What follows belongs to an exercise in optimizing a design on an open flow for small area and a short achievable clock period; a production flow would make more cautious choices. At most, simulation tests tie the RTL to the original design; equivalence was not proved. For run 1, only the layout was checked, not whether the RTL still works. In runs 2 and 3 the design's own scripts or RTL, not TritonCTS, make the clock network. The flow treats the clock pin as an ideal source. Dropping or thinning the clock tree relies on that and would not hold on a real chip. Power figures rest on the tool's default switching activity, not on a simulated workload.

==> flow/design.v (outline; a module is shown in full before it is edited, if it fits) <==
// module adder_top: 31 lines
// module Adder: 688 lines
// module AdderPgN: 4 lines
// module AdderHalf: 3 lines
// module AdderHalfN: 3 lines
// module AdderXor: 3 lines
// module AdderBlackP: 4 lines
// module AdderGreyP: 3 lines
// module AdderBlackN: 4 lines
// module AdderGreyN: 3 lines
// module AdderInv: 3 lines
module adder_top (
    input         clk,
    input  [63:0] a,
    input  [63:0] b,
    input         cin,
    output [63:0] sum,
    output        cout
);
  // ...
==> flow/flow/run.sh <==
#!/bin/bash
# Layout: the standard ORFS flow (standard.sh) with two changes:
#  - the input and output ports are buffered by buf_1 (buffer_ports -buffer_cell);
#  - after clock tree synthesis, flow/clocktree.tcl replaces the clock tree with
#    a shallow one: the clock port drives four buffers; three drive the operand
#    registers, the fourth drives the leaf buffers of the result registers.
#    Timing repair then runs after global routing, on the new tree.
# make's full output goes to flow_make.log; each ORFS step logs to orfs/logs/.
set -euo pipefail
here=$(pwd)
bash standard.sh \
  BUFFER_PORTS_ARGS="-buffer_cell sky130_fd_sc_hd__buf_1" \
  SKIP_CTS_REPAIR_TIMING=1 \
  POST_CTS_TCL="$here/flow/clocktree.tcl" \
  finish > flow_make.log 2>&1
==> flow/flow/clocktree.tcl <==
proc ct_env { name default } {
  if { [info exists ::env($name)] && $::env($name) ne "" } { return $::env($name) }
  return $default
}
set in_roots   [ct_env CT_IN_ROOTS 3]
set in_cell    [ct_env CT_IN_CELL sky130_fd_sc_hd__clkbuf_16]
set mid_cell   [ct_env CT_MID_CELL sky130_fd_sc_hd__clkbuf_8]
set out_leaves [ct_env CT_OUT_LEAVES 2]
set out_cell   [ct_env CT_OUT_CELL sky130_fd_sc_hd__clkbuf_16]

set db [ord::get_db]
set block [ord::get_db_block]
set clk_net [[$block findBTerm clk] getNet]

# Walk the clock network: registers' clock pins are sinks; everything else on
# it (CTS buffers and its dummy loads) is removed.
set sinks {}
set old_insts {}
set old_nets {}
set todo [list $clk_net]
while { [llength $todo] } {
  set net [lindex $todo 0]
  set todo [lrange $todo 1 end]
  foreach it [$net getITerms] {
    if { ![$it isInputSignal] } { continue }
    set inst [$it getInst]
    set m [[$inst getMaster] getName]
    if { [string match "*df*" $m] } {
      lappend sinks $it
      continue
    }
    if { ![string match "*buf*" $m] && ![string match "*inv*" $m] } {
      error "unexpected cell $m ([$inst getName]) on the clock network"
    }
    if { [lsearch -exact $old_insts $inst] >= 0 } { continue }
    lappend old_insts $inst
    foreach ot [$inst getITerms] {
      if { [$ot isOutputSignal] && [$ot getNet] ne "NULL" } {
        if { [string match "*inv*" $m] && [llength [[$ot getNet] getITerms]] > 1 } {
          error "inverter [$inst getName] drives a clock net"
        }
        lappend todo [$ot getNet]
        lappend old_nets [$ot getNet]
      }
    }
  }
}
puts "clocktree: [llength $sinks] register clock pins, removing [llength $old_insts] cells and [llength $old_nets] nets"
foreach it $sinks { $it disconnect }
foreach inst $old_insts { odb::dbInst_destroy $inst }
foreach net $old_nets { odb::dbNet_destroy $net }

proc ct_center { it } {
  set b [[$it getInst] getBBox]
  return [list [expr { ([$b xMin] + [$b xMax]) / 2 }] [expr { ([$b yMin] + [$b yMax]) / 2 }]]
}

# k-means clustering of clock pins by position, into k groups of similar size
proc ct_cluster { iterms k } {
  set pts {}
  foreach it $iterms { lappend pts [ct_center $it] }
  set n [llength $pts]
  # start from points spread along a sort by angle around the centroid
  set cx 0; set cy 0
  foreach p $pts { set cx [expr { $cx + [lindex $p 0] }]; set cy [expr { $cy + [lindex $p 1] }] }
  set cx [expr { double($cx) / $n }]; set cy [expr { double($cy) / $n }]
  set order {}
  set i 0
  foreach p $pts {
    lappend order [list $i [expr { atan2([lindex $p 1] - $cy, [lindex $p 0] - $cx) }]]
    incr i
  }
  set order [lsort -real -index 1 $order]
  set cap [expr { int(ceil(double($n) / $k)) }]
  set assign [lrepeat $n 0]
  set i 0
  foreach o $order {
    lset assign [lindex $o 0] [expr { $i / $cap }]
    incr i
  }
  for { set iter 0 } { $iter < 20 } { incr iter } {
    set sx [lrepeat $k 0.0]; set sy [lrepeat $k 0.0]; set sn [lrepeat $k 0]
    for { set i 0 } { $i < $n } { incr i } {
      set c [lindex $assign $i]
      lset sx $c [expr { [lindex $sx $c] + [lindex $pts $i 0] }]
      lset sy $c [expr { [lindex $sy $c] + [lindex $pts $i 1] }]
      lset sn $c [expr { [lindex $sn $c] + 1 }]
    }
    set cent {}
    for { set c 0 } { $c < $k } { incr c } {
      set m [expr { max(1, [lindex $sn $c]) }]
      lappend cent [list [expr { [lindex $sx $c] / $m }] [expr { [lindex $sy $c] / $m }]]
    }
    # balanced assignment: points in order of their best distance, capped per cluster
    set cand {}
    for { set i 0 } { $i < $n } { incr i } {
      for { set c 0 } { $c < $k } { incr c } {
        set d [expr { abs([lindex $pts $i 0] - [lindex $cent $c 0]) + abs([lindex $pts $i 1] - [lindex $cent $c 1]) }]
        lappend cand [list $i $c $d]
      }
    }
    set cand [lsort -real -index 2 $cand]
    set done [lrepeat $n 0]
    set cnt [lrepeat $k 0]
    foreach e $cand {
      lassign $e i c d
      if { [lindex $done $i] || [lindex $cnt $c] >= $cap } { continue }
      lset assign $i $c
      lset done $i 1
      lset cnt $c [expr { [lindex $cnt $c] + 1 }]
    }
  }
  set groups {}
  for { set c 0 } { $c < $k } { incr c } { lappend groups {} }
  for { set i 0 } { $i < $n } { incr i } {
    set c [lindex $assign $i]
    lset groups $c [concat [lindex $groups $c] [list [lindex $iterms $i]]]
  }
  return $groups
}

set ct_count 0
# a buffer of master cell driving a new net, placed at (x, y), input on net in_net
proc ct_buffer { cell in_net x y } {
  global db block ct_count
  set master [$db findMaster $cell]
  if { $master eq "NULL" } { error "no cell $cell" }
  set inst [odb::dbInst_create $block $master "clktree_buf_$ct_count"]
  set net [odb::dbNet_create $block "clktree_net_$ct_count"]
  incr ct_count
  $net setSigType CLOCK
  set w [$master getWidth]
  set h [$master getHeight]
  $inst setLocation [expr { int($x - $w / 2) }] [expr { int($y - $h / 2) }]
  $inst setPlacementStatus PLACED
  foreach it [$inst getITerms] {
    if { [$it isInputSignal] } { $it connect $in_net }
    if { [$it isOutputSignal] } { $it connect $net }
  }
  return $net
}

proc ct_centroid { iterms } {
  set sx 0; set sy 0
  foreach it $iterms {
    lassign [ct_center $it] x y
    set sx [expr { $sx + $x }]; set sy [expr { $sy + $y }]
  }
  set n [llength $iterms]
  return [list [expr { $sx / $n }] [expr { $sy / $n }]]
}

set in_sinks {}
set out_sinks {}
foreach it $sinks {
  set n [[$it getInst] getName]
  if { [string match "sum_q*" $n] || [string match "cout_q*" $n] } {
    lappend out_sinks $it
  } else {
    lappend in_sinks $it
  }
}

foreach g [ct_cluster $in_sinks $in_roots] {
  lassign [ct_centroid $g] x y
  set net [ct_buffer $in_cell $clk_net $x $y]
  foreach it $g { $it connect $net }
  puts "clocktree: $in_cell at ([expr {$x/1000.0}], [expr {$y/1000.0}]) drives [llength $g] operand registers"
}
set out_groups [ct_cluster $out_sinks $out_leaves]
lassign [ct_centroid $out_sinks] x y
set mid_net [ct_buffer $mid_cell $clk_net $x $y]
puts "clocktree: $mid_cell at ([expr {$x/1000.0}], [expr {$y/1000.0}]) drives $out_leaves leaf buffers"
foreach g $out_groups {
  lassign [ct_centroid $g] x y
  set net [ct_buffer $out_cell $mid_net $x $y]
  foreach it $g { $it connect $net }
  puts "clocktree: $out_cell at ([expr {$x/1000.0}], [expr {$y/1000.0}]) drives [llength $g] result registers"
}

global_connect
detailed_placement
check_placement -verbose
estimate_parasitics -placement
report_clock_skew
report_clock_latency
report_checks -path_delay max -digits 3
report_checks -path_delay max -to [all_outputs] -digits 3
report_worst_slack -max
report_worst_slack -min
==> flow/standard.sh <==
#!/bin/bash
# synth_recipe.tcl (not shown) runs the flow's synth.tcl, then flattens the netlist and writes it again
# the make line also repeats each setting of config.mk as NAME=value (left out here)
make -C /OpenROAD-flow-scripts/flow DESIGN_CONFIG=/design/flow/config.mk WORK_HOME=/design/flow/orfs CLKGATE_MAP_FILE= SYNTH_SCRIPT=/design/flow/synth_recipe.tcl "${@:-finish}"
==> flow/config.mk <==
export PLATFORM = sky130hd
export DESIGN_NAME = adder_top
export DESIGN_NICKNAME = adder_top
export VERILOG_FILES = /design/flow/design.v
export SDC_FILE = /design/flow/constraint.sdc
export NUM_CORES = 4
export LEC_CHECK = 0
export ABC_CLOCK_PERIOD_IN_PS = 1500
export CAP_MARGIN = 20
export CORE_MARGIN = 2
export CORE_UTILIZATION = 40
export PLACE_DENSITY = 0.6
export SETUP_SLACK_MARGIN = 1.5
export SLEW_MARGIN = 20
export SYNTH_HIERARCHICAL = 1
==> flow/constraint.sdc <==
create_clock -name core_clock -period 3.1 [get_ports {clk}]
set_input_delay 0.6200 -clock core_clock [delete_from_list [all_inputs] [get_ports {clk}]]
set_output_delay 0.6200 -clock core_clock [all_outputs]
set_load 0.01 [all_outputs]
==> flow_metrics.env, run 1 <==
export IMPL_yosysWarnings=7
export IMPL_ys_seq_area_frac=0.503
export IMPL_yosys_area_share_adder=0
export IMPL_failed_stage="clock tree synthesis (4_1_cts)"
export IMPL_syn_instance_count=789
export IMPL_io_pins=195
export IMPL_synth_compound_area_frac=0.198
export IMPL_postPlaceCellArea_um2=9040
export IMPL_synth_edff_count=0
export IMPL_synth_top_area_share=0.503
export IMPL_synth_simple_gate_area_share=0.218
export IMPL_tool_error="Error: cts.tcl, 90 can't read \"db\": no such variable"
export IMPL_dp_hpwl_um=14100
export IMPL_synthTopCellsByCount="dfxtp_1 (194), nor2_1 (139), nand2_1 (118)"
export IMPL_clock_sinks=194
export IMPL_syn_avg_cell_area_um2=9.79
export IMPL_preCtsSetupSlack_ns=0.919
export IMPL_portBuffers=194
export IMPL_yosysTopAreaCell="dfxtp_1"
export IMPL_start_util=0.410
export IMPL_outcome="stopped before the end"
export IMPL_synth_net_count=919
export IMPL_synth_seq_cells=194
export IMPL_routabilityCongestion=0.843
export IMPL_die_y_um=143
export IMPL_synth_top_family_by_area="simple AND/OR/NAND/NOR gates"
==> run 2, diff against run 1 <==
--- a/flow/design.v
+++ b/flow/design.v
@@ -502,225 +502,253 @@
 wire g6_57;
 AdderGreyP gp231 (.gi(g5_57), .pi(p5_57), .gj(g5_25), .gn(g6_57));
 wire g6_59;
 AdderGreyP gp232 (.gi(g5_59), .pi(p5_59), .gj(g5_27), .gn(g6_59));
 wire g6_61;
 AdderGreyP gp233 (.gi(g5_61), .pi(p5_61), .gj(g5_29), .gn(g6_61));
 wire g6_63;
 AdderGreyP gp234 (.gi(g5_63), .pi(p5_63), .gj(g5_31), .gn(g6_63));
+wire inv_gn0_1;
+AdderInv iv235 (.a(gn0_1), .y(inv_gn0_1));
+wire inv_pn0_1;
+AdderInv iv236 (.a(pn0_1), .y(inv_pn0_1));
 wire g7_2;
-AdderGreyN gn235 (.gin(gn0_1), .pin(pn0_1), .gjn(inv_g1_1), .g(g7_2));
+AdderGreyP gp237 (.gi(inv_gn0_1), .pi(inv_pn0_1), .gj(g1_1), .gn(g7_2));
 wire g7_4;
-AdderGreyN gn236 (.gin(gn0_3), .pin(pn0_3), .gjn(g2_3), .g(g7_4));
+AdderGreyN gn238 (.gin(gn0_3), .pin(pn0_3), .gjn(g2_3), .g(g7_4));
+wire inv_gn0_5;
+AdderInv iv239 (.a(gn0_5), .y(inv_gn0_5));
+wire inv_pn0_5;
+AdderInv iv240 (.a(pn0_5), .y(inv_pn0_5));
 wire g7_6;
-AdderGreyN gn237 (.gin(gn0_5), .pin(pn0_5), .gjn(inv_g3_5), .g(g7_6));
+AdderGreyP gp241 (.gi(inv_gn0_5), .pi(inv_pn0_5), .gj(g3_5), .gn(g7_6));
+wire inv_gn0_7;
+AdderInv iv242 (.a(gn0_7), .y(inv_gn0_7));
+wire inv_pn0_7;
+AdderInv iv243 (.a(pn0_7), .y(inv_pn0_7));
 wire g7_8;
-AdderGreyN gn238 (.gin(gn0_7), .pin(pn0_7), .gjn(inv_g3_7), .g(g7_8));
+AdderGreyP gp244 (.gi(inv_gn0_7), .pi(inv_pn0_7), .gj(g3_7), .gn(g7_8));
 wire g7_10;
-AdderGreyN gn239 (.gin(gn0_9), .pin(pn0_9), .gjn(g4_9), .g(g7_10));
+AdderGreyN gn245 (.gin(gn0_9), .pin(pn0_9), .gjn(g4_9), .g(g7_10));
 wire g7_12;
-AdderGreyN gn240 (.gin(gn0_11), .pin(pn0_11), .gjn(g4_11), .g(g7_12));
+AdderGreyN gn246 (.gin(gn0_11), .pin(pn0_11), .gjn(g4_11), .g(g7_12));
 wire g7_14;
-AdderGreyN gn241 (.gin(gn0_13), .pin(pn0_13), .gjn(g4_13), .g(g7_14));
+AdderGreyN gn247 (.gin(gn0_13), .pin(pn0_13), .gjn(g4_13), .g(g7_14));
 wire g7_16;
-AdderGreyN gn242 (.gin(gn0_15), .pin(pn0_15), .gjn(g4_15), .g(g7_16));
-wire inv_g5_17;
-AdderInv iv243 (.a(g5_17), .y(inv_g5_17));
+AdderGreyN gn248 (.gin(gn0_15), .pin(pn0_15), .gjn(g4_15), .g(g7_16));
+wire inv_gn0_17;
+AdderInv iv249 (.a(gn0_17), .y(inv_gn0_17));
+wire inv_pn0_17;
+AdderInv iv250 (.a(pn0_17), .y(inv_pn0_17));
 wire g7_18;
-AdderGreyN gn244 (.gin(gn0_17), .pin(pn0_17), .gjn(inv_g5_17), .g(g7_18));
-wire inv_g5_19;
-AdderInv iv245 (.a(g5_19), .y(inv_g5_19));
+AdderGreyP gp251 (.gi(inv_gn0_17), .pi(inv_pn0_17), .gj(g5_17), .gn(g7_18));
+wire inv_gn0_19;
+AdderInv iv252 (.a(gn0_19), .y(inv_gn0_19));
+wire inv_pn0_19;
+AdderInv iv253 (.a(pn0_19), .y(inv_pn0_19));
 wire g7_20;
-AdderGreyN gn246 (.gin(gn0_19), .pin(pn0_19), .gjn(inv_g5_19), .g(g7_20));
-wire inv_g5_21;
-AdderInv iv247 (.a(g5_21), .y(inv_g5_21));
+AdderGreyP gp254 (.gi(inv_gn0_19), .pi(inv_pn0_19), .gj(g5_19), .gn(g7_20));
+wire inv_gn0_21;
+AdderInv iv255 (.a(gn0_21), .y(inv_gn0_21));
+wire inv_pn0_21;
+AdderInv iv256 (.a(pn0_21), .y(inv_pn0_21));
 wire g7_22;
-AdderGreyN gn248 (.gin(gn0_21), .pin(pn0_21), .gjn(inv_g5_21), .g(g7_22));
-wire inv_g5_23;
-AdderInv iv249 (.a(g5_23), .y(inv_g5_23));
+AdderGreyP gp257 (.gi(inv_gn0_21), .pi(inv_pn0_21), .gj(g5_21), .gn(g7_22));
+wire inv_gn0_23;
+AdderInv iv258 (.a(gn0_23), .y(inv_gn0_23));
+wire inv_pn0_23;
+AdderInv iv259 (.a(pn0_23), .y(inv_pn0_23));
 wire g7_24;
-AdderGreyN gn250 (.gin(gn0_23), .pin(pn0_23), .gjn(inv_g5_23), .g(g7_24));
-wire inv_g5_25;
-AdderInv iv251 (.a(g5_25), .y(inv_g5_25));
+AdderGreyP gp260 (.gi(inv_gn0_23), .pi(inv_pn0_23), .gj(g5_23), .gn(g7_24));
+wire inv_gn0_25;
+AdderInv iv261 (.a(gn0_25), .y(inv_gn0_25));
+wire inv_pn0_25;
+AdderInv iv262 (.a(pn0_25), .y(inv_pn0_25));
 wire g7_26;
-AdderGreyN gn252 (.gin(gn0_25), .pin(pn0_25), .gjn(inv_g5_25), .g(g7_26));
-wire inv_g5_27;
-AdderInv iv253 (.a(g5_27), .y(inv_g5_27));
+AdderGreyP gp263 (.gi(inv_gn0_25), .pi(inv_pn0_25), .gj(g5_25), .gn(g7_26));
+wire inv_gn0_27;
+AdderInv iv264 (.a(gn0_27), .y(inv_gn0_27));
+wire inv_pn0_27;
+AdderInv iv265 (.a(pn0_27), .y(inv_pn0_27));
 wire g7_28;
-AdderGreyN gn254 (.gin(gn0_27), .pin(pn0_27), .gjn(inv_g5_27), .g(g7_28));
-wire inv_g5_29;
-AdderInv iv255 (.a(g5_29), .y(inv_g5_29));
+AdderGreyP gp266 (.gi(inv_gn0_27), .pi(inv_pn0_27), .gj(g5_27), .gn(g7_28));
+wire inv_gn0_29;
+AdderInv iv267 (.a(gn0_29), .y(inv_gn0_29));
+wire inv_pn0_29;
+AdderInv iv268 (.a(pn0_29), .y(inv_pn0_29));
 wire g7_30;
-AdderGreyN gn256 (.gin(gn0_29), .pin(pn0_29), .gjn(inv_g5_29), .g(g7_30));
-wire inv_g5_31;
-AdderInv iv257 (.a(g5_31), .y(inv_g5_31));
+AdderGreyP gp269 (.gi(inv_gn0_29), .pi(inv_pn0_29), .gj(g5_29), .gn(g7_30));
+wire inv_gn0_31;
+AdderInv iv270 (.a(gn0_31), .y(inv_gn0_31));
+wire inv_pn0_31;
+AdderInv iv271 (.a(pn0_31), .y(inv_pn0_31));
 wire g7_32;
-AdderGreyN gn258 (.gin(gn0_31), .pin(pn0_31), .gjn(inv_g5_31), .g(g7_32));
+AdderGreyP gp272 (.gi(inv_gn0_31), .pi(inv_pn0_31), .gj(g5_31), .gn(g7_32));
 wire g7_34;
-AdderGreyN gn259 (.gin(gn0_33), .pin(pn0_33), .gjn(g6_33), .g(g7_34));
+AdderGreyN gn273 (.gin(gn0_33), .pin(pn0_33), .gjn(g6_33), .g(g7_34));
 wire g7_36;
-AdderGreyN gn260 (.gin(gn0_35), .pin(pn0_35), .gjn(g6_35), .g(g7_36));
+AdderGreyN gn274 (.gin(gn0_35), .pin(pn0_35), .gjn(g6_35), .g(g7_36));
 wire g7_38;
-AdderGreyN gn261 (.gin(gn0_37), .pin(pn0_37), .gjn(g6_37), .g(g7_38));
+AdderGreyN gn275 (.gin(gn0_37), .pin(pn0_37), .gjn(g6_37), .g(g7_38));
 wire g7_40;
-AdderGreyN gn262 (.gin(gn0_39), .pin(pn0_39), .gjn(g6_39), .g(g7_40));
+AdderGreyN gn276 (.gin(gn0_39), .pin(pn0_39), .gjn(g6_39), .g(g7_40));
 wire g7_42;
-AdderGreyN gn263 (.gin(gn0_41), .pin(pn0_41), .gjn(g6_41), .g(g7_42));
+AdderGreyN gn277 (.gin(gn0_41), .pin(pn0_41), .gjn(g6_41), .g(g7_42));
 wire g7_44;
-AdderGreyN gn264 (.gin(gn0_43), .pin(pn0_43), .gjn(g6_43), .g(g7_44));
+AdderGreyN gn278 (.gin(gn0_43), .pin(pn0_43), .gjn(g6_43), .g(g7_44));
 wire g7_46;
-AdderGreyN gn265 (.gin(gn0_45), .pin(pn0_45), .gjn(g6_45), .g(g7_46));
+AdderGreyN gn279 (.gin(gn0_45), .pin(pn0_45), .gjn(g6_45), .g(g7_46));
 wire g7_48;
-AdderGreyN gn266 (.gin(gn0_47), .pin(pn0_47), .gjn(g6_47), .g(g7_48));
+AdderGreyN gn280 (.gin(gn0_47), .pin(pn0_47), .gjn(g6_47), .g(g7_48));
 wire g7_50;
-AdderGreyN gn267 (.gin(gn0_49), .pin(pn0_49), .gjn(g6_49), .g(g7_50));
+AdderGreyN gn281 (.gin(gn0_49), .pin(pn0_49), .gjn(g6_49), .g(g7_50));
 wire g7_52;
-AdderGreyN gn268 (.gin(gn0_51), .pin(pn0_51), .gjn(g6_51), .g(g7_52));
+AdderGreyN gn282 (.gin(gn0_51), .pin(pn0_51), .gjn(g6_51), .g(g7_52));
 wire g7_54;
-AdderGreyN gn269 (.gin(gn0_53), .pin(pn0_53), .gjn(g6_53), .g(g7_54));
+AdderGreyN gn283 (.gin(gn0_53), .pin(pn0_53), .gjn(g6_53), .g(g7_54));
 wire g7_56;
-AdderGreyN gn270 (.gin(gn0_55), .pin(pn0_55), .gjn(g6_55), .g(g7_56));
+AdderGreyN gn284 (.gin(gn0_55), .pin(pn0_55), .gjn(g6_55), .g(g7_56));
 wire g7_58;
-AdderGreyN gn271 (.gin(gn0_57), .pin(pn0_57), .gjn(g6_57), .g(g7_58));
+AdderGreyN gn285 (.gin(gn0_57), .pin(pn0_57), .gjn(g6_57), .g(g7_58));
 wire g7_60;
-AdderGreyN gn272 (.gin(gn0_59), .pin(pn0_59), .gjn(g6_59), .g(g7_60));
+AdderGreyN gn286 (.gin(gn0_59), .pin(pn0_59), .gjn(g6_59), .g(g7_60));
 wire g7_62;
-AdderGreyN gn273 (.gin(gn0_61), .pin(pn0_61), .gjn(g6_61), .g(g7_62));
+AdderGreyN gn287 (.gin(gn0_61), .pin(pn0_61), .gjn(g6_61), .g(g7_62));
 wire g7_64;
-AdderGreyN gn274 (.gin(gn0_63), .pin(pn0_63), .gjn(g6_63), .g(g7_64));
+AdderGreyN gn288 (.gin(gn0_63), .pin(pn0_63), .gjn(g6_63), .g(g7_64));
 wire [WIDTH-1:0] x;
-AdderHalf hx275 (.gn(gn0_0), .pn(pn0_0), .x(x[0]));
-AdderXor sx276 (.a(x[0]), .b(io_cin), .y(io_sum[0]));
-AdderHalf hx277 (.gn(gn0_1), .pn(pn0_1), .x(x[1]));
-AdderXor sx278 (.a(x[1]), .b(g1_1), .y(io_sum[1]));
-AdderHalf hx279 (.gn(gn0_2), .pn(pn0_2), .x(x[2]));
-AdderXor sx280 (.a(x[2]), .b(g7_2), .y(io_sum[2]));
-AdderHalfN hx281 (.gn(gn0_3), .pn(pn0_3), .xn(x[3]));
-AdderXor sx282 (.a(x[3]), .b(g2_3), .y(io_sum[3]));
-AdderHalf hx283 (.gn(gn0_4), .pn(pn0_4), .x(x[4]));
-AdderXor sx284 (.a(x[4]), .b(g7_4), .y(io_sum[4]));
-AdderHalf hx285 (.gn(gn0_5), .pn(pn0_5), .x(x[5]));
-AdderXor sx286 (.a(x[5]), .b(g3_5), .y(io_sum[5]));
-AdderHalf hx287 (.gn(gn0_6), .pn(pn0_6), .x(x[6]));
-AdderXor sx288 (.a(x[6]), .b(g7_6), .y(io_sum[6]));
-AdderHalf hx289 (.gn(gn0_7), .pn(pn0_7), .x(x[7]));
-AdderXor sx290 (.a(x[7]), .b(g3_7), .y(io_sum[7]));
-AdderHalf hx291 (.gn(gn0_8), .pn(pn0_8), .x(x[8]));
-AdderXor sx292 (.a(x[8]), .b(g7_8), .y(io_sum[8]));
-AdderHalfN hx293 (.gn(gn0_9), .pn(pn0_9), .xn(x[9]));
-AdderXor sx294 (.a(x[9]), .b(g4_9), .y(io_sum[9]));
-AdderHalf hx295 (.gn(gn0_10), .pn(pn0_10), .x(x[10]));
-AdderXor sx296 (.a(x[10]), .b(g7_10), .y(io_sum[10]));
-AdderHalfN hx297 (.gn(gn0_11), .pn(pn0_11), .xn(x[11]));
-AdderXor sx298 (.a(x[11]), .b(g4_11), .y(io_sum[11]));
-AdderHalf hx299 (.gn(gn0_12), .pn(pn0_12), .x(x[12]));
-AdderXor sx300 (.a(x[12]), .b(g7_12), .y(io_sum[12]));
-AdderHalfN hx301 (.gn(gn0_13), .pn(pn0_13), .xn(x[13]));
-AdderXor sx302 (.a(x[13]), .b(g4_13), .y(io_sum[13]));
-AdderHalf hx303 (.gn(gn0_14), .pn(pn0_14), .x(x[14]));
-AdderXor sx304 (.a(x[14]), .b(g7_14), .y(io_sum[14]));
-AdderHalfN hx305 (.gn(gn0_15), .pn(pn0_15), .xn(x[15]));
-AdderXor sx306 (.a(x[15]), .b(g4_15), .y(io_sum[15]));
-AdderHalf hx307 (.gn(gn0_16), .pn(pn0_16), .x(x[16]));
-AdderXor sx308 (.a(x[16]), .b(g7_16), .y(io_sum[16]));
-AdderHalf hx309 (.gn(gn0_17), .pn(pn0_17), .x(x[17]));
-AdderXor sx310 (.a(x[17]), .b(g5_17), .y(io_sum[17]));
-AdderHalf hx311 (.gn(gn0_18), .pn(pn0_18), .x(x[18]));
-AdderXor sx312 (.a(x[18]), .b(g7_18), .y(io_sum[18]));
-AdderHalf hx313 (.gn(gn0_19), .pn(pn0_19), .x(x[19]));
-AdderXor sx314 (.a(x[19]), .b(g5_19), .y(io_sum[19]));
-AdderHalf hx315 (.gn(gn0_20), .pn(pn0_20), .x(x[20]));
-AdderXor sx316 (.a(x[20]), .b(g7_20), .y(io_sum[20]));
-AdderHalf hx317 (.gn(gn0_21), .pn(pn0_21), .x(x[21]));
-AdderXor sx318 (.a(x[21]), .b(g5_21), .y(io_sum[21]));
-AdderHalf hx319 (.gn(gn0_22), .pn(pn0_22), .x(x[22]));
-AdderXor sx320 (.a(x[22]), .b(g7_22), .y(io_sum[22]));
-AdderHalf hx321 (.gn(gn0_23), .pn(pn0_23), .x(x[23]));
-AdderXor sx322 (.a(x[23]), .b(g5_23), .y(io_sum[23]));
-AdderHalf hx323 (.gn(gn0_24), .pn(pn0_24), .x(x[24]));
-AdderXor sx324 (.a(x[24]), .b(g7_24), .y(io_sum[24]));
-AdderHalf hx325 (.gn(gn0_25), .pn(pn0_25), .x(x[25]));
-AdderXor sx326 (.a(x[25]), .b(g5_25), .y(io_sum[25]));
-AdderHalf hx327 (.gn(gn0_26), .pn(pn0_26), .x(x[26]));
-AdderXor sx328 (.a(x[26]), .b(g7_26), .y(io_sum[26]));
-AdderHalf hx329 (.gn(gn0_27), .pn(pn0_27), .x(x[27]));
-AdderXor sx330 (.a(x[27]), .b(g5_27), .y(io_sum[27]));
-AdderHalf hx331 (.gn(gn0_28), .pn(pn0_28), .x(x[28]));
-AdderXor sx332 (.a(x[28]), .b(g7_28), .y(io_sum[28]));
-AdderHalf hx333 (.gn(gn0_29), .pn(pn0_29), .x(x[29]));
-AdderXor sx334 (.a(x[29]), .b(g5_29), .y(io_sum[29]));
-AdderHalf hx335 (.gn(gn0_30), .pn(pn0_30), .x(x[30]));
-AdderXor sx336 (.a(x[30]), .b(g7_30), .y(io_sum[30]));
-AdderHalf hx337 (.gn(gn0_31), .pn(pn0_31), .x(x[31]));
-AdderXor sx338 (.a(x[31]), .b(g5_31), .y(io_sum[31]));
-AdderHalf hx339 (.gn(gn0_32), .pn(pn0_32), .x(x[32]));
-AdderXor sx340 (.a(x[32]), .b(g7_32), .y(io_sum[32]));
-AdderHalfN hx341 (.gn(gn0_33), .pn(pn0_33), .xn(x[33]));
-AdderXor sx342 (.a(x[33]), .b(g6_33), .y(io_sum[33]));
-AdderHalf hx343 (.gn(gn0_34), .pn(pn0_34), .x(x[34]));
-AdderXor sx344 (.a(x[34]), .b(g7_34), .y(io_sum[34]));
-AdderHalfN hx345 (.gn(gn0_35), .pn(pn0_35), .xn(x[35]));
-AdderXor sx346 (.a(x[35]), .b(g6_35), .y(io_sum[35]));
-AdderHalf hx347 (.gn(gn0_36), .pn(pn0_36), .x(x[36]));
-AdderXor sx348 (.a(x[36]), .b(g7_36), .y(io_sum[36]));
-AdderHalfN hx349 (.gn(gn0_37), .pn(pn0_37), .xn(x[37]));
-AdderXor sx350 (.a(x[37]), .b(g6_37), .y(io_sum[37]));
-AdderHalf hx351 (.gn(gn0_38), .pn(pn0_38), .x(x[38]));
-AdderXor sx352 (.a(x[38]), .b(g7_38), .y(io_sum[38]));
-AdderHalfN hx353 (.gn(gn0_39), .pn(pn0_39), .xn(x[39]));
-AdderXor sx354 (.a(x[39]), .b(g6_39), .y(io_sum[39]));
-AdderHalf hx355 (.gn(gn0_40), .pn(pn0_40), .x(x[40]));
-AdderXor sx356 (.a(x[40]), .b(g7_40), .y(io_sum[40]));
-AdderHalfN hx357 (.gn(gn0_41), .pn(pn0_41), .xn(x[41]));
-AdderXor sx358 (.a(x[41]), .b(g6_41), .y(io_sum[41]));
-AdderHalf hx359 (.gn(gn0_42), .pn(pn0_42), .x(x[42]));
-AdderXor sx360 (.a(x[42]), .b(g7_42), .y(io_sum[42]));
-AdderHalfN hx361 (.gn(gn0_43), .pn(pn0_43), .xn(x[43]));
-AdderXor sx362 (.a(x[43]), .b(g6_43), .y(io_sum[43]));
-AdderHalf hx363 (.gn(gn0_44), .pn(pn0_44), .x(x[44]));
-AdderXor sx364 (.a(x[44]), .b(g7_44), .y(io_sum[44]));
-AdderHalfN hx365 (.gn(gn0_45), .pn(pn0_45), .xn(x[45]));
-AdderXor sx366 (.a(x[45]), .b(g6_45), .y(io_sum[45]));
-AdderHalf hx367 (.gn(gn0_46), .pn(pn0_46), .x(x[46]));
-AdderXor sx368 (.a(x[46]), .b(g7_46), .y(io_sum[46]));
-AdderHalfN hx369 (.gn(gn0_47), .pn(pn0_47), .xn(x[47]));
-AdderXor sx370 (.a(x[47]), .b(g6_47), .y(io_sum[47]));
-AdderHalf hx371 (.gn(gn0_48), .pn(pn0_48), .x(x[48]));
-AdderXor sx372 (.a(x[48]), .b(g7_48), .y(io_sum[48]));
-AdderHalfN hx373 (.gn(gn0_49), .pn(pn0_49), .xn(x[49]));
-AdderXor sx374 (.a(x[49]), .b(g6_49), .y(io_sum[49]));
-AdderHalf hx375 (.gn(gn0_50), .pn(pn0_50), .x(x[50]));
-AdderXor sx376 (.a(x[50]), .b(g7_50), .y(io_sum[50]));
-AdderHalfN hx377 (.gn(gn0_51), .pn(pn0_51), .xn(x[51]));
-AdderXor sx378 (.a(x[51]), .b(g6_51), .y(io_sum[51]));
-AdderHalf hx379 (.gn(gn0_52), .pn(pn0_52), .x(x[52]));
-AdderXor sx380 (.a(x[52]), .b(g7_52), .y(io_sum[52]));
-AdderHalfN hx381 (.gn(gn0_53), .pn(pn0_53), .xn(x[53]));
-AdderXor sx382 (.a(x[53]), .b(g6_53), .y(io_sum[53]));
-AdderHalf hx383 (.gn(gn0_54), .pn(pn0_54), .x(x[54]));
-AdderXor sx384 (.a(x[54]), .b(g7_54), .y(io_sum[54]));
-AdderHalfN hx385 (.gn(gn0_55), .pn(pn0_55), .xn(x[55]));
-AdderXor sx386 (.a(x[55]), .b(g6_55), .y(io_sum[55]));
-AdderHalf hx387 (.gn(gn0_56), .pn(pn0_56), .x(x[56]));
-AdderXor sx388 (.a(x[56]), .b(g7_56), .y(io_sum[56]));
-AdderHalfN hx389 (.gn(gn0_57), .pn(pn0_57), .xn(x[57]));
-AdderXor sx390 (.a(x[57]), .b(g6_57), .y(io_sum[57]));
-AdderHalf hx391 (.gn(gn0_58), .pn(pn0_58), .x(x[58]));
-AdderXor sx392 (.a(x[58]), .b(g7_58), .y(io_sum[58]));
-AdderHalfN hx393 (.gn(gn0_59), .pn(pn0_59), .xn(x[59]));
-AdderXor sx394 (.a(x[59]), .b(g6_59), .y(io_sum[59]));
-AdderHalf hx395 (.gn(gn0_60), .pn(pn0_60), .x(x[60]));
-AdderXor sx396 (.a(x[60]), .b(g7_60), .y(io_sum[60]));
-AdderHalfN hx397 (.gn(gn0_61), .pn(pn0_61), .xn(x[61]));
-AdderXor sx398 (.a(x[61]), .b(g6_61), .y(io_sum[61]));
-AdderHalf hx399 (.gn(gn0_62), .pn(pn0_62), .x(x[62]));
-AdderXor sx400 (.a(x[62]), .b(g7_62), .y(io_sum[62]));
-AdderHalfN hx401 (.gn(gn0_63), .pn(pn0_63), .xn(x[63]));
-AdderXor sx402 (.a(x[63]), .b(g6_63), .y(io_sum[63]));
+AdderHalf hx289 (.gn(gn0_0), .pn(pn0_0), .x(x[0]));
+AdderXor sx290 (.a(x[0]), .b(io_cin), .y(io_sum[0]));
+AdderHalf hx291 (.gn(gn0_1), .pn(pn0_1), .x(x[1]));
+AdderXor sx292 (.a(x[1]), .b(g1_1), .y(io_sum[1]));
+AdderHalfN hx293 (.gn(gn0_2), .pn(pn0_2), .xn(x[2]));
+AdderXor sx294 (.a(x[2]), .b(g7_2), .y(io_sum[2]));
+AdderHalfN hx295 (.gn(gn0_3), .pn(pn0_3), .xn(x[3]));
+AdderXor sx296 (.a(x[3]), .b(g2_3), .y(io_sum[3]));
+AdderHalf hx297 (.gn(gn0_4), .pn(pn0_4), .x(x[4]));
+AdderXor sx298 (.a(x[4]), .b(g7_4), .y(io_sum[4]));
+AdderHalf hx299 (.gn(gn0_5), .pn(pn0_5), .x(x[5]));
+AdderXor sx300 (.a(x[5]), .b(g3_5), .y(io_sum[5]));
+AdderHalfN hx301 (.gn(gn0_6), .pn(pn0_6), .xn(x[6]));
+AdderXor sx302 (.a(x[6]), .b(g7_6), .y(io_sum[6]));
+AdderHalf hx303 (.gn(gn0_7), .pn(pn0_7), .x(x[7]));
+AdderXor sx304 (.a(x[7]), .b(g3_7), .y(io_sum[7]));
+AdderHalfN hx305 (.gn(gn0_8), .pn(pn0_8), .xn(x[8]));
+AdderXor sx306 (.a(x[8]), .b(g7_8), .y(io_sum[8]));
+AdderHalfN hx307 (.gn(gn0_9), .pn(pn0_9), .xn(x[9]));
+AdderXor sx308 (.a(x[9]), .b(g4_9), .y(io_sum[9]));
+AdderHalf hx309 (.gn(gn0_10), .pn(pn0_10), .x(x[10]));
+AdderXor sx310 (.a(x[10]), .b(g7_10), .y(io_sum[10]));
+AdderHalfN hx311 (.gn(gn0_11), .pn(pn0_11), .xn(x[11]));
+AdderXor sx312 (.a(x[11]), .b(g4_11), .y(io_sum[11]));
+AdderHalf hx313 (.gn(gn0_12), .pn(pn0_12), .x(x[12]));
+AdderXor sx314 (.a(x[12]), .b(g7_12), .y(io_sum[12]));
+AdderHalfN hx315 (.gn(gn0_13), .pn(pn0_13), .xn(x[13]));
+AdderXor sx316 (.a(x[13]), .b(g4_13), .y(io_sum[13]));
+AdderHalf hx317 (.gn(gn0_14), .pn(pn0_14), .x(x[14]));
+AdderXor sx318 (.a(x[14]), .b(g7_14), .y(io_sum[14]));
+AdderHalfN hx319 (.gn(gn0_15), .pn(pn0_15), .xn(x[15]));
+AdderXor sx320 (.a(x[15]), .b(g4_15), .y(io_sum[15]));
+AdderHalf hx321 (.gn(gn0_16), .pn(pn0_16), .x(x[16]));
+AdderXor sx322 (.a(x[16]), .b(g7_16), .y(io_sum[16]));
+AdderHalf hx323 (.gn(gn0_17), .pn(pn0_17), .x(x[17]));
+AdderXor sx324 (.a(x[17]), .b(g5_17), .y(io_sum[17]));
+AdderHalfN hx325 (.gn(gn0_18), .pn(pn0_18), .xn(x[18]));
+AdderXor sx326 (.a(x[18]), .b(g7_18), .y(io_sum[18]));
+AdderHalf hx327 (.gn(gn0_19), .pn(pn0_19), .x(x[19]));
+AdderXor sx328 (.a(x[19]), .b(g5_19), .y(io_sum[19]));
+AdderHalfN hx329 (.gn(gn0_20), .pn(pn0_20), .xn(x[20]));
+AdderXor sx330 (.a(x[20]), .b(g7_20), .y(io_sum[20]));
+AdderHalf hx331 (.gn(gn0_21), .pn(pn0_21), .x(x[21]));
+AdderXor sx332 (.a(x[21]), .b(g5_21), .y(io_sum[21]));
+AdderHalfN hx333 (.gn(gn0_22), .pn(pn0_22), .xn(x[22]));
+AdderXor sx334 (.a(x[22]), .b(g7_22), .y(io_sum[22]));
+AdderHalf hx335 (.gn(gn0_23), .pn(pn0_23), .x(x[23]));
+AdderXor sx336 (.a(x[23]), .b(g5_23), .y(io_sum[23]));
+AdderHalfN hx337 (.gn(gn0_24), .pn(pn0_24), .xn(x[24]));
+AdderXor sx338 (.a(x[24]), .b(g7_24), .y(io_sum[24]));
+AdderHalf hx339 (.gn(gn0_25), .pn(pn0_25), .x(x[25]));
+AdderXor sx340 (.a(x[25]), .b(g5_25), .y(io_sum[25]));
+AdderHalfN hx341 (.gn(gn0_26), .pn(pn0_26), .xn(x[26]));
+AdderXor sx342 (.a(x[26]), .b(g7_26), .y(io_sum[26]));
+AdderHalf hx343 (.gn(gn0_27), .pn(pn0_27), .x(x[27]));
+AdderXor sx344 (.a(x[27]), .b(g5_27), .y(io_sum[27]));
+AdderHalfN hx345 (.gn(gn0_28), .pn(pn0_28), .xn(x[28]));
+AdderXor sx346 (.a(x[28]), .b(g7_28), .y(io_sum[28]));
+AdderHalf hx347 (.gn(gn0_29), .pn(pn0_29), .x(x[29]));
+AdderXor sx348 (.a(x[29]), .b(g5_29), .y(io_sum[29]));
+AdderHalfN hx349 (.gn(gn0_30), .pn(pn0_30), .xn(x[30]));
+AdderXor sx350 (.a(x[30]), .b(g7_30), .y(io_sum[30]));
+AdderHalf hx351 (.gn(gn0_31), .pn(pn0_31), .x(x[31]));
+AdderXor sx352 (.a(x[31]), .b(g5_31), .y(io_sum[31]));
+AdderHalfN hx353 (.gn(gn0_32), .pn(pn0_32), .xn(x[32]));
+AdderXor sx354 (.a(x[32]), .b(g7_32), .y(io_sum[32]));
+AdderHalfN hx355 (.gn(gn0_33), .pn(pn0_33), .xn(x[33]));
+AdderXor sx356 (.a(x[33]), .b(g6_33), .y(io_sum[33]));
+AdderHalf hx357 (.gn(gn0_34), .pn(pn0_34), .x(x[34]));
+AdderXor sx358 (.a(x[34]), .b(g7_34), .y(io_sum[34]));
+AdderHalfN hx359 (.gn(gn0_35), .pn(pn0_35), .xn(x[35]));
+AdderXor sx360 (.a(x[35]), .b(g6_35), .y(io_sum[35]));
+AdderHalf hx361 (.gn(gn0_36), .pn(pn0_36), .x(x[36]));
+AdderXor sx362 (.a(x[36]), .b(g7_36), .y(io_sum[36]));
+AdderHalfN hx363 (.gn(gn0_37), .pn(pn0_37), .xn(x[37]));
+AdderXor sx364 (.a(x[37]), .b(g6_37), .y(io_sum[37]));
+AdderHalf hx365 (.gn(gn0_38), .pn(pn0_38), .x(x[38]));
+AdderXor sx366 (.a(x[38]), .b(g7_38), .y(io_sum[38]));
+AdderHalfN hx367 (.gn(gn0_39), .pn(pn0_39), .xn(x[39]));
+AdderXor sx368 (.a(x[39]), .b(g6_39), .y(io_sum[39]));
+AdderHalf hx369 (.gn(gn0_40), .pn(pn0_40), .x(x[40]));
+AdderXor sx370 (.a(x[40]), .b(g7_40), .y(io_sum[40]));
+AdderHalfN hx371 (.gn(gn0_41), .pn(pn0_41), .xn(x[41]));
+AdderXor sx372 (.a(x[41]), .b(g6_41), .y(io_sum[41]));
+AdderHalf hx373 (.gn(gn0_42), .pn(pn0_42), .x(x[42]));
+AdderXor sx374 (.a(x[42]), .b(g7_42), .y(io_sum[42]));
+AdderHalfN hx375 (.gn(gn0_43), .pn(pn0_43), .xn(x[43]));
+AdderXor sx376 (.a(x[43]), .b(g6_43), .y(io_sum[43]));
+AdderHalf hx377 (.gn(gn0_44), .pn(pn0_44), .x(x[44]));
+AdderXor sx378 (.a(x[44]), .b(g7_44), .y(io_sum[44]));
+AdderHalfN hx379 (.gn(gn0_45), .pn(pn0_45), .xn(x[45]));
+AdderXor sx380 (.a(x[45]), .b(g6_45), .y(io_sum[45]));
+AdderHalf hx381 (.gn(gn0_46), .pn(pn0_46), .x(x[46]));
+AdderXor sx382 (.a(x[46]), .b(g7_46), .y(io_sum[46]));
+AdderHalfN hx383 (.gn(gn0_47), .pn(pn0_47), .xn(x[47]));
+AdderXor sx384 (.a(x[47]), .b(g6_47), .y(io_sum[47]));
+AdderHalf hx385 (.gn(gn0_48), .pn(pn0_48), .x(x[48]));
+AdderXor sx386 (.a(x[48]), .b(g7_48), .y(io_sum[48]));
+AdderHalfN hx387 (.gn(gn0_49), .pn(pn0_49), .xn(x[49]));
+AdderXor sx388 (.a(x[49]), .b(g6_49), .y(io_sum[49]));
+AdderHalf hx389 (.gn(gn0_50), .pn(pn0_50), .x(x[50]));
+AdderXor sx390 (.a(x[50]), .b(g7_50), .y(io_sum[50]));
+AdderHalfN hx391 (.gn(gn0_51), .pn(pn0_51), .xn(x[51]));
+AdderXor sx392 (.a(x[51]), .b(g6_51), .y(io_sum[51]));
+AdderHalf hx393 (.gn(gn0_52), .pn(pn0_52), .x(x[52]));
+AdderXor sx394 (.a(x[52]), .b(g7_52), .y(io_sum[52]));
+AdderHalfN hx395 (.gn(gn0_53), .pn(pn0_53), .xn(x[53]));
+AdderXor sx396 (.a(x[53]), .b(g6_53), .y(io_sum[53]));
+AdderHalf hx397 (.gn(gn0_54), .pn(pn0_54), .x(x[54]));
+AdderXor sx398 (.a(x[54]), .b(g7_54), .y(io_sum[54]));
+AdderHalfN hx399 (.gn(gn0_55), .pn(pn0_55), .xn(x[55]));
+AdderXor sx400 (.a(x[55]), .b(g6_55), .y(io_sum[55]));
+AdderHalf hx401 (.gn(gn0_56), .pn(pn0_56), .x(x[56]));
+AdderXor sx402 (.a(x[56]), .b(g7_56), .y(io_sum[56]));
+AdderHalfN hx403 (.gn(gn0_57), .pn(pn0_57), .xn(x[57]));
+AdderXor sx404 (.a(x[57]), .b(g6_57), .y(io_sum[57]));
+AdderHalf hx405 (.gn(gn0_58), .pn(pn0_58), .x(x[58]));
+AdderXor sx406 (.a(x[58]), .b(g7_58), .y(io_sum[58]));
+AdderHalfN hx407 (.gn(gn0_59), .pn(pn0_59), .xn(x[59]));
+AdderXor sx408 (.a(x[59]), .b(g6_59), .y(io_sum[59]));
+AdderHalf hx409 (.gn(gn0_60), .pn(pn0_60), .x(x[60]));
+AdderXor sx410 (.a(x[60]), .b(g7_60), .y(io_sum[60]));
+AdderHalfN hx411 (.gn(gn0_61), .pn(pn0_61), .xn(x[61]));
+AdderXor sx412 (.a(x[61]), .b(g6_61), .y(io_sum[61]));
+AdderHalf hx413 (.gn(gn0_62), .pn(pn0_62), .x(x[62]));
+AdderXor sx414 (.a(x[62]), .b(g7_62), .y(io_sum[62]));
+AdderHalfN hx415 (.gn(gn0_63), .pn(pn0_63), .xn(x[63]));
+AdderXor sx416 (.a(x[63]), .b(g6_63), .y(io_sum[63]));
 assign io_cout = g7_64;
 endmodule
 module AdderPgN (input a, input b, output gn, output pn);
   assign gn = ~(a & b);
   assign pn = ~(a | b);
 endmodule
 module AdderHalf (input gn, input pn, output x);
   assign x = gn & ~pn;
==> flow/flow/run.sh (replaced) <==
#!/bin/bash
# Layout: the standard ORFS flow (standard.sh) with two changes:
#  - the input and output ports are buffered by buf_1 (buffer_ports -buffer_cell);
#  - after clock tree synthesis, flow/clocktree.tcl replaces the clock tree with
#    a two-level one (see its header); timing repair then runs after global
#    routing, on the new tree.
# make's full output goes to flow_make.log; each ORFS step logs to orfs/logs/.
set -euo pipefail
here=$(pwd)
bash standard.sh \
  BUFFER_PORTS_ARGS="-buffer_cell sky130_fd_sc_hd__buf_1" \
  SKIP_CTS_REPAIR_TIMING=1 \
  POST_CTS_TCL="$here/flow/clocktree.tcl" \
  finish > flow_make.log 2>&1
--- a/flow/flow/clocktree.tcl
+++ b/flow/flow/clocktree.tcl
@@ -1,46 +1,58 @@
 proc ct_env { name default } {
   if { [info exists ::env($name)] && $::env($name) ne "" } { return $::env($name) }
   return $default
 }
 set in_roots   [ct_env CT_IN_ROOTS 3]
+set in_leaves  [ct_env CT_IN_LEAVES 9]
 set in_cell    [ct_env CT_IN_CELL sky130_fd_sc_hd__clkbuf_16]
+set in_leaf_cell [ct_env CT_IN_LEAF_CELL sky130_fd_sc_hd__clkbuf_16]
 set mid_cell   [ct_env CT_MID_CELL sky130_fd_sc_hd__clkbuf_8]
-set out_leaves [ct_env CT_OUT_LEAVES 2]
+set out_leaves [ct_env CT_OUT_LEAVES 4]
 set out_cell   [ct_env CT_OUT_CELL sky130_fd_sc_hd__clkbuf_16]
+
+# signal (or clock) input and output pins, leaving out the supply pins
+proc ct_in { it } {
+  set mt [$it getMTerm]
+  return [expr { [$mt getSigType] in {SIGNAL CLOCK} && [$mt getIoType] eq "INPUT" }]
+}
+proc ct_out { it } {
+  set mt [$it getMTerm]
+  return [expr { [$mt getSigType] in {SIGNAL CLOCK} && [$mt getIoType] eq "OUTPUT" }]
+}
 
 set db [ord::get_db]
 set block [ord::get_db_block]
 set clk_net [[$block findBTerm clk] getNet]
 
 # Walk the clock network: registers' clock pins are sinks; everything else on
 # it (CTS buffers and its dummy loads) is removed.
 set sinks {}
 set old_insts {}
 set old_nets {}
 set todo [list $clk_net]
 while { [llength $todo] } {
   set net [lindex $todo 0]
   set todo [lrange $todo 1 end]
   foreach it [$net getITerms] {
-    if { ![$it isInputSignal] } { continue }
+    if { ![ct_in $it] } { continue }
     set inst [$it getInst]
     set m [[$inst getMaster] getName]
     if { [string match "*df*" $m] } {
       lappend sinks $it
       continue
     }
     if { ![string match "*buf*" $m] && ![string match "*inv*" $m] } {
       error "unexpected cell $m ([$inst getName]) on the clock network"
     }
     if { [lsearch -exact $old_insts $inst] >= 0 } { continue }
     lappend old_insts $inst
     foreach ot [$inst getITerms] {
-      if { [$ot isOutputSignal] && [$ot getNet] ne "NULL" } {
+      if { [ct_out $ot] && [$ot getNet] ne "NULL" } {
         if { [string match "*inv*" $m] && [llength [[$ot getNet] getITerms]] > 1 } {
           error "inverter [$inst getName] drives a clock net"
         }
         lappend todo [$ot getNet]
         lappend old_nets [$ot getNet]
       }
     }
   }
@@ -114,33 +126,35 @@
   for { set c 0 } { $c < $k } { incr c } { lappend groups {} }
   for { set i 0 } { $i < $n } { incr i } {
     set c [lindex $assign $i]
     lset groups $c [concat [lindex $groups $c] [list [lindex $iterms $i]]]
   }
   return $groups
 }
 
-set ct_count 0
+set ::ct_count 0
 # a buffer of master cell driving a new net, placed at (x, y), input on net in_net
 proc ct_buffer { cell in_net x y } {
-  global db block ct_count
+  set db [ord::get_db]
+  set block [ord::get_db_block]
   set master [$db findMaster $cell]
   if { $master eq "NULL" } { error "no cell $cell" }
-  set inst [odb::dbInst_create $block $master "clktree_buf_$ct_count"]
-  set net [odb::dbNet_create $block "clktree_net_$ct_count"]
-  incr ct_count
+  set inst [odb::dbInst_create $block $master "clktree_buf_$::ct_count"]
+  set ::ct_last_inst $inst
+  set net [odb::dbNet_create $block "clktree_net_$::ct_count"]
+  incr ::ct_count
   $net setSigType CLOCK
   set w [$master getWidth]
   set h [$master getHeight]
   $inst setLocation [expr { int($x - $w / 2) }] [expr { int($y - $h / 2) }]
   $inst setPlacementStatus PLACED
   foreach it [$inst getITerms] {
-    if { [$it isInputSignal] } { $it connect $in_net }
-    if { [$it isOutputSignal] } { $it connect $net }
+    if { [ct_in $it] } { $it connect $in_net }
+    if { [ct_out $it] } { $it connect $net }
   }
   return $net
 }
 
 proc ct_centroid { iterms } {
   set sx 0; set sy 0
   foreach it $iterms {
     lassign [ct_center $it] x y
@@ -156,32 +170,52 @@
   set n [[$it getInst] getName]
   if { [string match "sum_q*" $n] || [string match "cout_q*" $n] } {
     lappend out_sinks $it
   } else {
     lappend in_sinks $it
   }
 }
 
-foreach g [ct_cluster $in_sinks $in_roots] {
-  lassign [ct_centroid $g] x y
-  set net [ct_buffer $in_cell $clk_net $x $y]
-  foreach it $g { $it connect $net }
-  puts "clocktree: $in_cell at ([expr {$x/1000.0}], [expr {$y/1000.0}]) drives [llength $g] operand registers"
-}
-set out_groups [ct_cluster $out_sinks $out_leaves]
-lassign [ct_centroid $out_sinks] x y
-set mid_net [ct_buffer $mid_cell $clk_net $x $y]
-puts "clocktree: $mid_cell at ([expr {$x/1000.0}], [expr {$y/1000.0}]) drives $out_leaves leaf buffers"
-foreach g $out_groups {
-  lassign [ct_centroid $g] x y
-  set net [ct_buffer $out_cell $mid_net $x $y]
-  foreach it $g { $it connect $net }
-  puts "clocktree: $out_cell at ([expr {$x/1000.0}], [expr {$y/1000.0}]) drives [llength $g] result registers"
-}
+# leaf buffers on clusters of registers; their input pins, clustered again, go
+# to the root buffers.  Returns the leaf buffers' input pins.
+proc ct_leaves { regs nleaves cell what } {
+  set pins {}
+  foreach g [ct_cluster $regs $nleaves] {
+    lassign [ct_centroid $g] x y
+    set net [odb::dbNet_create [ord::get_db_block] "clktree_tmp_$::ct_count"]
+    set leafnet [ct_buffer $cell $net $x $y]
+    foreach it $g { $it connect $leafnet }
+    set inst $::ct_last_inst
+    foreach it [$inst getITerms] {
+      if { [ct_in $it] } { lappend pins $it }
+    }
+    puts "clocktree: $cell at ([expr {$x/1000.0}], [expr {$y/1000.0}]) drives [llength $g] $what registers"
+  }
+  return $pins
+}
+proc ct_drive { pins cell in_net } {
+  lassign [ct_centroid $pins] x y
+  set net [ct_buffer $cell $in_net $x $y]
+  foreach it $pins {
+    set old [$it getNet]
+    $it disconnect
+    if { $old ne "NULL" && [llength [$old getITerms]] == 0 } { odb::dbNet_destroy $old }
+    $it connect $net
+  }
+  puts "clocktree: $cell at ([expr {$x/1000.0}], [expr {$y/1000.0}]) drives [llength $pins] buffers"
+  return $net
+}
+
+set in_leaf_pins [ct_leaves $in_sinks $in_leaves $in_leaf_cell operand]
+foreach g [ct_cluster $in_leaf_pins $in_roots] {
+  ct_drive $g $in_cell $clk_net
+}
+set out_leaf_pins [ct_leaves $out_sinks $out_leaves $out_cell result]
+ct_drive $out_leaf_pins $mid_cell $clk_net
 
 global_connect
 detailed_placement
 check_placement -verbose
 estimate_parasitics -placement
 report_clock_skew
 report_clock_latency
 report_checks -path_delay max -digits 3
==> flow/config.mk (replaced) <==
export PLATFORM = sky130hd
export DESIGN_NAME = adder_top
export DESIGN_NICKNAME = adder_top
export VERILOG_FILES = /design/flow/design.v
export SDC_FILE = /design/flow/constraint.sdc
export NUM_CORES = 4
export LEC_CHECK = 0
export ABC_AREA = 1
export ABC_CLOCK_PERIOD_IN_PS = 1500
export CAP_MARGIN = 20
export CORE_MARGIN = 2
export CORE_UTILIZATION = 40
export PLACE_DENSITY = 0.6
export SETUP_SLACK_MARGIN = 1.3
export SLEW_MARGIN = 20
export SYNTH_HIERARCHICAL = 1
==> flow_metrics.env, run 2 <==
export IMPL_yosys_area_share_adder=0
export IMPL_syn_instance_count=1123
export IMPL_outcome="timing/DRC/antenna clean"
export IMPL_route_detailed_wl_per_inst_um=12.5
export IMPL_drtPass1Iterations=5
export IMPL_antenna_found_initial=0
export IMPL_mostFrequentLayoutCells="nand2_1 (311), inv_1 (218), buf_1 (194)"
export IMPL_grt_overflow_total=0
export IMPL_fin_setup_tns_ns=0
export IMPL_grt_pass1_vias=6446
export IMPL_endpoint_kind="flop"
export IMPL_drive_gt1_frac=0.294
export IMPL_initialDrtViolationCount=206
export IMPL_routabilityCongestion=0.860
export IMPL_num_vias=7174
export IMPL_finClkSkew_ns=0.0968
export IMPL_holdPathStages=2
export IMPL_min_from="cin_q"
export IMPL_ys_seq_area_frac=0.468
export IMPL_synth_area_leaders="dfxtp_1 (47%), nand2_1 (15%), inv_1 (10%)"
export IMPL_syn_to_final_growth_pct=32.0
export IMPL_fin_cells=1626
export IMPL_cp_max_fo=7
export IMPL_clock_sinks=194
export IMPL_yosysWarnings=7
export IMPL_antenna_violating_nets_post_route=0
export IMPL_irDropWorstVdd_v=0.000477
export IMPL_maxCapViolCount=0
export IMPL_dp_hpwl_um=15600
export IMPL_synth_top_area_share=0.468
export IMPL_fmax_mhz=556
export IMPL_grt_usage=0.173
export IMPL_hold_path_end="sum_q[0]"
export IMPL_synth_compound_area_frac=0.189
export IMPL_max_slew_margin=0.771
export IMPL_cp_data_required_time_ns=3.37
export IMPL_synthDistinctLibCells=8
export IMPL_slew_violations=0
export IMPL_cp_data_arrival_time_ns=2.07
export IMPL_grt_max_degree=18
export IMPL_timing_worst_slew_pin_value_ns=0.343
export IMPL_dp_cells=1587
export IMPL_holdCritPathClass="reg2reg"
export IMPL_reg2reg_to="sum_q[48]"
export IMPL_synth_seq_cells=194
export IMPL_postRouteWirelength_um=20300
export IMPL_die_area_um2=21900
export IMPL_final_nets=1488
export IMPL_drt_drc_violations_left=0
export IMPL_coreArea_um2=20300
export IMPL_syn_cell_area_um2=8300
export IMPL_grt_first_pass_wirelength_um=30200
export IMPL_die_y_um=148
export IMPL_yosysTopAreaCell="dfxtp_1"
export IMPL_synth_top_family_by_area="simple AND/OR/NAND/NOR gates"
export IMPL_r2r_start="a_q[0]"
export IMPL_portBuffers=194
export IMPL_clk_pin_slew_ns=0.08
export IMPL_synthTopCellsByCount="nand2_1 (342), inv_1 (223), dfxtp_1 (194)"
export IMPL_finalCritPeriodShare=0.580
export IMPL_worstSkewPairLatency_ns=0.37
export IMPL_n_antenna_cell=0
export IMPL_io_pins=195
export IMPL_fillers=1924
export IMPL_r2r_setup_slack_ns=1.30
export IMPL_reg_largest_list="a_q x64, b_q x64, sum_q x64"
export IMPL_synth_edff_count=0
export IMPL_rows=52
export IMPL_setup_viol=0
export IMPL_start_kind="flop"
export IMPL_hold_viol_final=0
export IMPL_async_flop_share=0
export IMPL_die_w_um=148
export IMPL_leakagePower_nw=5.10
export IMPL_start_util=0.409
export IMPL_synth_simple_gate_area_share=0.242
export IMPL_syn_avg_cell_area_um2=7.39
export IMPL_yosys_area_share_xor_xnor=0
export IMPL_yosys_mux_area_fraction=0
export IMPL_crit_type="reg2reg"
export IMPL_final_common_cell="nand2_1"
export IMPL_post_route_util=0.539
export IMPL_synth_most_common_cell="nand2_1"
export IMPL_synth_net_count=1253
export IMPL_layout_min_cycle_time_ns=1.80
export IMPL_rsz0062_at_grt="yes"
export IMPL_synth_ff_type="dfxtp_1"
export IMPL_reg2reg_depth=10
export IMPL_p_per_area_nw_per_um2=549
export IMPL_via_per_inst=4.41
run 2: changes by cell type after synthesis, sizes merged:
cell | previous run | this run
nand2 | 118 | 342
inv | 17 | 223
xor2 | 64 | 0
nor2b | 43 | 0
nor2 | 139 | 171
nand2b | 21 | 0
a21oi | 75 | 86
o21ai | 118 | 107
run 2: logic make-up after synthesis:
logic type,Yosys count
AND/OR/NAND/NOR,513
AO/OA/AOI/OAI,193
buffers and inverters,223
flip-flops,194
run 2: worst max-delay path by stage:
| stage | start | end | slack, ns |
|---|---|---|---|
| after floorplan | cin_q | sum_q[62] | 1.27 |
| after global placement | cin_q | sum_q[62] | 0.85 |
| after detailed placement | a_q[4] | sum_q[62] | 0.83 |
| after global routing | b_q[10] | sum_q[54] | 1.19 |
| final | a_q[0] | sum_q[48] | 1.30 |
run 2: power by group:
| part | internal, W | switching, W |
|---|---|---|
| Sequential | 0.00272 | 0.000105 |
| Clock | 0.000946 | 0.000851 |
| Combinational | 0.000498 | 0.000891 |
run 2: cell type report:
type / instances / area (um^2) / share of cell area
multi-input cells: 706 / 4570 / 0.418
flip-flops and latches: 194 / 3890 / 0.355
repair buffers: 216 / 897 / 0.0819
inverters: 223 / 837 / 0.0764
plain buffers: 17 / 414 / 0.0378
well taps: 270 / 338 / 0.0309
run 2: critical path: stages, from the launching register on:
cell and delay, ns:
dfxtp_2 0.34, nor2_4 0.13, o21ai_4 0.13, a21oi_4 0.30
o21ai_4 0.13, a21oi_4 0.27, inv_2 0.08, a21oi_4 0.22
o21ai_2 0.08, nand2_1 0.06, nand2_1 0.06
run 2: routing by layer:
| metal | wire length, um | GRT usage | part of all wire | vias up |
|---|---|---|---|---|
| li1 | - | - | - | 3846 |
| met1 | 8750 | 0.213 | 0.43 | 3161 |
| met2 | 10200 | 0.315 | 0.50 | 143 |
| met3 | 891 | 0.0290 | 0.044 | 24 |
| met4 | 395 | 0.0452 | 0.020 | 0 |
| met5 | 0 | 0 | 0 | - |
run 2: Yosys stat by module (local to each module, per instance), excerpt:
module       cells inside  copies in the design
AdderBlackN             2                    75
adder_top             194                     1
AdderBlackP             2                    54
AdderGreyN              1                    32
AdderXor                5                    64
AdderPgN                2                    64
AdderInv                1                    31
run 2: per-stage QoR:
step	power, W	hold slack [ns]	worst slack, ns	cell area (um^2)
6_report	0.00601	0.372	1.30	10900
2_1_floorplan	0.00366	0.442	1.27	8330
5_1_grt	0.00634	0.414	1.19	10900
3_5_place_dp	0.00401	0.460	0.835	9400
3_3_place_gp	0.00400	0.451	0.850	9400
==> run 3, diff against run 2 <==
--- a/flow/flow/run.sh
+++ b/flow/flow/run.sh
@@ -9,2 +9,8 @@
 here=$(pwd)
+# clock tree cells (read by flow/clocktree.tcl)
+export CT_IN_ROOTS=3 CT_IN_LEAVES=9 CT_OUT_LEAVES=4
+export CT_IN_CELL=sky130_fd_sc_hd__clkbuf_16
+export CT_IN_LEAF_CELL=sky130_fd_sc_hd__clkbuf_8
+export CT_MID_CELL=sky130_fd_sc_hd__clkbuf_2
+export CT_OUT_CELL=sky130_fd_sc_hd__clkbuf_8
 bash standard.sh \
--- a/flow/config.mk
+++ b/flow/config.mk
@@ -7,3 +7,2 @@
 export LEC_CHECK = 0
-export ABC_AREA = 1
 export ABC_CLOCK_PERIOD_IN_PS = 1500
==> flow_metrics.env, run 3 <==
export IMPL_grt_max_degree=18
export IMPL_timing_worst_slew_pin_value_ns=0.380
export IMPL_power_switching_w=0.00165
export IMPL_clk_pin_slew_ns=0.12
export IMPL_ys_seq_area_frac=0.502
export IMPL_grt_pass1_vias=5474
export IMPL_synth_top_area_share=0.502
export IMPL_grt_overflow_total=0
export IMPL_reg_largest_list="a_q x64, b_q x64, sum_q x64"
export IMPL_num_vias=5760
export IMPL_cpPeakStageDelay_ns=0.37
export IMPL_outcome="timing/DRC/antenna clean"
export IMPL_final_nets=1155
export IMPL_path_cells="buf_1"
export IMPL_drive_gt1_frac=0.292
export IMPL_combPwrFrac=0.221
export IMPL_coreArea_um2=18800
export IMPL_via_per_inst=4.49
export IMPL_switching_share=0.304
export IMPL_mostFrequentLayoutCells="dfxtp_1 (194), buf_1 (194), nand2_1 (118)"
export IMPL_routabilityCongestion=0.862
export IMPL_cp_data_arrival_time_ns=1.09
export IMPL_syn_cell_area_um2=7740
export IMPL_rsz0062_at_grt="yes"
export IMPL_layout_min_cycle_time_ns=1.71
export IMPL_cp_max_fo=1
export IMPL_rows=50
export IMPL_crit_type="reg2out"
export IMPL_io_pins=195
export IMPL_syn_avg_cell_area_um2=9.63
export IMPL_max_slew_margin=0.746
export IMPL_slew_violations=0
export IMPL_drtPass1Iterations=4
export IMPL_power_internal_w=0.00378
export IMPL_critical_path_top_delay_family="flip-flops"
export IMPL_die_area_um2=20500
export IMPL_async_flop_share=0
export IMPL_seqPwrFrac=0.530
export IMPL_multiInputGateArea_um2=4100
export IMPL_synth_net_count=933
export IMPL_synth_seq_cells=194
export IMPL_p_per_area_nw_per_um2=572
export IMPL_fmax_mhz=585
export IMPL_finalCritPeriodShare=0.551
export IMPL_maxCapViolCount=0
export IMPL_yosysWarnings=7
export IMPL_postRouteWirelength_um=17500
export IMPL_route_detailed_wl_per_inst_um=13.7
export IMPL_die_y_um=143
export IMPL_synthTopCellsByCount="dfxtp_1 (194), nor2_1 (139), nand2_1 (118)"
export IMPL_drt_drc_violations_left=0
export IMPL_holdCritPathClass="reg2reg"
export IMPL_whs_ns=0.167
export IMPL_syn_instance_count=803
export IMPL_fillers=1806
export IMPL_synthDistinctLibCells=10
export IMPL_start_util=0.411
export IMPL_syn_to_final_growth_pct=22.5
export IMPL_synth_edff_count=0
export IMPL_clock_sinks=194
export IMPL_cp_data_required_time_ns=2.48
export IMPL_power_share_clock=0.249
export IMPL_antenna_found_initial=1
export IMPL_fin_total_pwr_w=0.00542
export IMPL_synth_ff_type="dfxtp_1"
export IMPL_start_kind="flop"
export IMPL_initialDrtViolationCount=174
export IMPL_post_route_util=0.503
export IMPL_crit_slowest_cell="dfxtp_1"
export IMPL_dp_hpwl_um=13900
export IMPL_crit_buf_inv=1
export IMPL_die_w_um=143
export IMPL_seq_area_um2=3880
export IMPL_antenna_violating_nets_post_route=0
export IMPL_endpoint_kind="output pin"
export IMPL_grt_usage=0.166
export IMPL_hold_viol_final=0
export IMPL_worstSkewPairLatency_ns=0.55
export IMPL_portBuffers=194
export IMPL_setup_viol=0
export IMPL_fin_setup_tns_ns=0
export IMPL_yosysTopAreaCell="dfxtp_1"
export IMPL_leakagePower_nw=3.81
export IMPL_synth_most_common_cell="dfxtp_1"
export IMPL_finClkSkew_ns=0.276
export IMPL_grt_first_pass_wirelength_um=26200
export IMPL_irDropWorstVdd_v=0.000418
export IMPL_synth_area_leaders="dfxtp_1 (50%), a21oi_2 (9.7%), o21ai_2 (8.5%)"
run 3: changes by cell type in the layout (fill, tap and decap cells not counted), moves of 32 or more:
cell      delta
inv_1      -187
nand2_1    -193
nand2b_1    +32
nor2_1      +36
nor2_4      -44
nor2b_4     +32
xor2_1      +64
run 3: power by group through the flow:
| stage | clock network, W | logic [W] | registers, W |
|---|---|---|---|
| floorplan | 0 | 0.000683 | 0.00300 |
| global placement | 0 | 0.00112 | 0.00292 |
| detailed placement | 0 | 0.00113 | 0.00292 |
| global route | 0.00149 | 0.00131 | 0.00290 |
| finish | 0.00135 | 0.00120 | 0.00287 |
run 3: area by class of cell:
class                      count  share of cell area
multi-input combinational    578               0.432
sequential                   194               0.410
timing repair buffer         203              0.0840
tap                          260              0.0343
buffer                        17              0.0273
inverter                      31              0.0123
antenna                        1            0.000264
run 3: worst paths after layout:
path,from,slack [ns],to,cells past startpoint
worst max-delay path,sum_q[14],1.39,sum[14],1
worst min-delay path,cin_q,0.17,sum_q[0],1
worst max register to register,b_q[34],1.39,sum_q[46],9
worst min register to register,cin_q,0.17,sum_q[0],1
run 3: per-module statistics from Yosys, one instance, submodules excluded, a selection:
module	cells inside	flip-flops and latches	area, um^2	copies in the design
AdderPgN	2	0	7.51	64
AdderBlackP	2	0	12.5	54
AdderHalf	1	0	13.8	32
adder_top	194	194	3880	1
AdderInv	1	0	3.75	31
AdderGreyP	1	0	8.76	32
AdderGreyN	1	0	5.00	32
AdderHalfN	1	0	6.26	32
AdderBlackN	2	0	12.5	75
AdderXor	1	0	8.76	64
run 3: per-stage QoR:
stage          instances  setup slack (ns)  instance area, um^2
2_1_floorplan        803              1.29                 7780
3_3_place_gp        1257             0.868                 8830
3_5_place_dp        1257             0.833                 8830
5_1_grt             1284              1.27                 9480
6_report            1284              1.39                 9480
run 3: metal layers:
layer,wire (um),vias up,track usage,part of all wire
li1,-,3050,-,-
met1,7420,2535,0.195,0.42
met2,8720,139,0.295,0.50
met3,872,36,0.0335,0.050
met4,526,0,0.0631,0.030
met5,0,-,0,0
run 3: kinds of logic (layout without fill, tap and decap cells):
| group | Yosys count | in the layout | synth area share |
|---|---|---|---|
| flops | 194 | 194 | 0.502 |
| buf+inv | 31 | 251 | 0.0150 |
| compound gates | 193 | 193 | 0.203 |
| simple gates | 321 | 321 | 0.208 |
| other cells | 0 | 1 | 0 |
| xor+xnor | 64 | 64 | 0.0725 |

static timing again, ports no longer ideal:
Ports are ideal in the flow. The routed layouts listed here were re-timed in OpenROAD.
Step 1, drivers: a clkbuf_16 drives clk and a buf_2 each remaining input, both assumed.
Step 2, shift: input delay + t, output delay - t, t = (earliest + latest rising clock arrival at the registers) / 2. This alone moves slack from input paths to output paths.
Three values: ideal, step 1, step 2; two values: the first two.
run | t (ns) | slack for setup (ns) | worst setup path at the end | pins driven straight from the clock port
run 2 | 0.406 | 1.301 / 1.302 / 1.302 | register to register | 4
run 3 | 0.491 | 1.391 / 1.309 / 1.391 | register to register | 4
After both steps every run listed still meets setup and hold.
